Source: an optimization exercise on an open RTL-to-GDS flow (aim: small area). Production flows keep margins and buffers that such runs may drop.
In this exercise RTL edits were held to simulation tests only and were not proved equivalent to the original.
Power is estimated from default activity; no workload was simulated.

==> flow/design.v (excerpt) <==
module screen(input wire clk, input wire rst, output [3:0] vgaRed, output [3:0] vgaGreen,
    output [3:0] vgaBlue, output hsync, output vsync,
    input [2:0] color, input [3:0] blockcommand, input isenter, input choosing,
    input [4:0] keyboardcommand, input ischanged, input auto, output [15:0] led, output isdone);
    reg [9:0] pixel_cnt, line_cnt;
    always @(posedge clk) begin
        if (rst) pixel_cnt <= 10'd0;
        else if (pixel_cnt < 10'd799) pixel_cnt <= pixel_cnt + 10'd1;
        else pixel_cnt <= 10'd0;
    end
    always @(posedge clk) begin
        if (rst) line_cnt <= 10'd0;
        else if (pixel_cnt == 10'd799) begin
            if (line_cnt < 10'd524) line_cnt <= line_cnt + 10'd1;
            else line_cnt <= 10'd0;
        end
    end
    assign hsync = !((pixel_cnt >= 10'd656) && (pixel_cnt <= 10'd751));
    assign vsync = (pixel_cnt == 10'd0) ? !((line_cnt == 10'd490) || (line_cnt == 10'd491))
                                        : !((line_cnt == 10'd489) || (line_cnt == 10'd490));
  ...
Size in the first run: roughly 2400 cells after synthesis, roughly 49 I/O pins, about 18000 µm² of cells after synthesis.
clock: 16.0 ns
lec_check: 0
cap_margin: 0
core_margin: 2
core_utilization: 60
cts_buf_list: sky130_fd_sc_hd__clkbuf_4
gpl_timing_driven: 0
place_density: 0.75
slew_margin: 0
standard.sh (not shown) runs the stock make flow with config.mk's settings and CLKGATE_MAP_FILE= SYNTH_SCRIPT=/design/flow/synth_recipe.tcl, a recipe that flattens the netlist after the stock synthesis.
==> flow/flow/run.sh <==
#!/bin/bash
# Own layout flow: the standard synthesis, then an area re-mapping of the
# combinational logic (flip-flops untouched), then the standard flow from
# floorplan to finish with a lighter clock tree and port buffers.
set -euo pipefail
W=$(pwd)
F=$W/flow
YOSYS=${FLOW_HOME}/../tools/install/yosys/bin/yosys
[[ -x $YOSYS ]] || YOSYS=yosys
PLAT=${FLOW_PLATFORM:-sky130hd}
LIB=${FLOW_HOME}/platforms/$PLAT/lib/sky130_fd_sc_hd__tt_025C_1v80.lib
R=$W/orfs/results/$PLAT/screen/base

# 1. standard synthesis
bash standard.sh synth > $W/log_1_synth.txt 2>&1

# 2. area re-mapping of the logic between the flip-flops
cp $R/1_2_yosys.v $W/std_1_2_yosys.v
DU=$(sed -n '/DONT_USE_CELLS/,/^$/p' ${FLOW_HOME}/platforms/$PLAT/config.mk | grep -o 'sky130_fd_sc_hd__[A-Za-z0-9_]*' | sed 's/^/-dont_use /' | tr '\n' ' ')
sed -e "s|@LIB@|$LIB|g" -e "s|@IN@|$W/std_1_2_yosys.v|" -e "s|@TOP@|${FLOW_TOP:-screen}|" \
    -e "s|@ABC@|$F/area.abc|" -e "s|@OUT@|$W/reopt_1_2_yosys.v|g" -e "s|@DONTUSE@|$DU|" $F/reopt.ys > $W/reopt.ys
$YOSYS -s $W/reopt.ys > $W/log_2_reopt.txt 2>&1
cp $W/reopt_1_2_yosys.v $R/1_2_yosys.v
touch $R/1_2_yosys.v

# 3. the standard flow from the re-mapped netlist
bash standard.sh \
  "CTS_ARGS=-sink_clustering_enable -repair_clock_nets -buf_list sky130_fd_sc_hd__clkbuf_4 -dont_use_dummy_load -sink_clustering_size 6 -sink_clustering_max_diameter 60" \
  "BUFFER_PORTS_ARGS=-buffer_cell sky130_fd_sc_hd__buf_1" \
  finish > $W/log_3_finish.txt 2>&1
==> flow/flow/area.abc <==
&get -n
&deepsyn -T 120
&put
&get -n
&st
&dch
&nf -R 1000 -a -p
&put
mfs2
&get -n
&deepsyn -T 120
&put
&get -n
&st
&dch
&nf -R 1000 -a -p
&put
mfs2
&get -n
&deepsyn -T 120
&put
&get -n
&st
&dch
&nf -R 1000 -a -p
&put
mfs2
&get -n
&deepsyn -T 120
&put
&get -n
&st
&dch
&nf -R 1000 -a -p
&put
mfs2
&get -n
&st
&dch
&nf -R 1000 -a -p
&put
mfs2
&get -n
&st
&dch
&nf -R 1000 -a -p
&put
mfs2
&get -n
&st
&dch
&nf -R 1000 -a -p
&put
topo
==> flow/flow/reopt.ys <==
# Re-map the standard synthesis's logic for area. The flip-flop cells are kept as
# they are (blackboxes: same instances, names and cell types); only the
# combinational cells between them are rebuilt by ABC.
read_liberty -ignore_miss_func @LIB@
blackbox sky130_fd_sc_hd__df* sky130_fd_sc_hd__edf* sky130_fd_sc_hd__sdf* sky130_fd_sc_hd__sedf* sky130_fd_sc_hd__dl*
read_verilog @IN@
hierarchy -top @TOP@
flatten
opt -purge
abc -liberty @LIB@ @DONTUSE@ -script @ABC@
read_liberty -lib -overwrite -ignore_miss_func @LIB@
opt_clean -purge
setundef -zero
hilomap -singleton -hicell sky130_fd_sc_hd__conb_1 HI -locell sky130_fd_sc_hd__conb_1 LO
splitnets
opt_clean -purge
insbuf -buf sky130_fd_sc_hd__buf_1 A X
check -assert -mapped
tee -o @OUT@.stat stat -liberty @LIB@
write_verilog -noattr -nohex -nodec @OUT@
The first run completed and failed the layout checks on capacitance limit, slew limit.
Rerun with:
--- a/flow/config.mk
+++ b/flow/config.mk
@@ -8,7 +8,6 @@
 export CAP_MARGIN = 0
 export CORE_MARGIN = 2
-export CORE_UTILIZATION = 60
+export CORE_UTILIZATION = 45
 export CTS_BUF_LIST = sky130_fd_sc_hd__clkbuf_4
-export GPL_TIMING_DRIVEN = 0
-export PLACE_DENSITY = 0.75
+export PLACE_DENSITY = 0.6
 export SLEW_MARGIN = 0
What happened: Now the flow passed the timing, DRC and antenna checks; global-route usage came out lower by 8.5 points; final area climbs by 1.1%; register-to-register slack improved by 790 ps; wire length rose by 9.1%; total power went up by 1.1%; first-iteration DRC count shrinks by 24%; worst setup slack is worse by 120 ps; sequential share of layout area shrinks by 0.32 points; via count drops by 1.0%; die area rises by 33%.
Rerun with:
--- a/flow/config.mk
+++ b/flow/config.mk
@@ -10,4 +10,5 @@
 export CORE_UTILIZATION = 45
 export CTS_BUF_LIST = sky130_fd_sc_hd__clkbuf_4
+export GPL_TIMING_DRIVEN = 0
 export PLACE_DENSITY = 0.6
 export SLEW_MARGIN = 0
Effect: Maximum frequency goes up by 6.5%; design area is about the same; synthesized cell count is about the same; global-route usage decreases by 1.2 points; routed wire length falls by about 2.6%; total power came out higher to 2.5 times its value; final cell count went down by about 0.43%; sequential share of layout area stays flat; utilization shrinks by 0.14 points; die area grows by 0.45%.
Rerun with:
==> flow/flow/area.abc (replaced) <==
&get -n
&deepsyn -T 120
&put
strash
dch
map -a
mfs2
strash
&get -n
&deepsyn -T 120
&put
strash
dch
map -a
mfs2
strash
&get -n
&deepsyn -T 120
&put
strash
dch
map -a
mfs2
strash
&get -n
&deepsyn -T 120
&put
strash
dch
map -a
mfs2
strash
dch
map -a
topo
--- a/flow/flow/reopt.ys
+++ b/flow/flow/reopt.ys
@@ -15,5 +15,5 @@
 splitnets
 opt_clean -purge
-insbuf -buf sky130_fd_sc_hd__buf_1 A X
+insbuf -buf sky130_fd_sc_hd__buf_4 A X
 check -assert -mapped
 tee -o @OUT@.stat stat -liberty @LIB@
--- a/flow/config.mk
+++ b/flow/config.mk
@@ -10,5 +10,4 @@
 export CORE_UTILIZATION = 45
 export CTS_BUF_LIST = sky130_fd_sc_hd__clkbuf_4
-export GPL_TIMING_DRIVEN = 0
 export PLACE_DENSITY = 0.6
 export SLEW_MARGIN = 0
Outcome: Critical path depth rose by 7. Power rose by 6.4%. Final area rose by 1.6%. Worst setup slack improved by 860 ps. Die area rose by 3.6%. Wire length rose by 19%.

-- separate check: timing with driven ports --
How much do the figures lean on ideal ports? The routed layouts below were timed once more, with nothing changed but the port constraints. Step 1 sets driving cells, clkbuf_16 on the clock port and buf_2 on the other inputs (assumed; they add their load-dependent delay and slew). Step 2 moves the port delays by t, midway between the first and last clock arrival at a register: inputs arrive t later, outputs are due t later. That takes back most of the time a late clock gives input paths. Three values: ideal, step 1, step 2; two values: the first two.
run	t, ns	setup slack, ns	hold WS [ns]	worst setup path at the end	clock arrival spread, ns
the first run	0.739	3.939 / 3.892 / 4.631	0.465 / 0.465 / 0.465	register to output	0.126 / 0.126
the second run	0.831	3.817 / 3.763 / 4.594	0.458 / 0.458 / 0.458	register to output	0.141 / 0.141
the third run	0.790	4.564 / 4.517 / 4.612	0.477 / 0.477 / 0.477	input to output	0.160 / 0.160
the fourth run	0.855	5.420 / 5.368 / 5.620	0.413 / 0.413 / 0.413	input to output	0.135 / 0.135
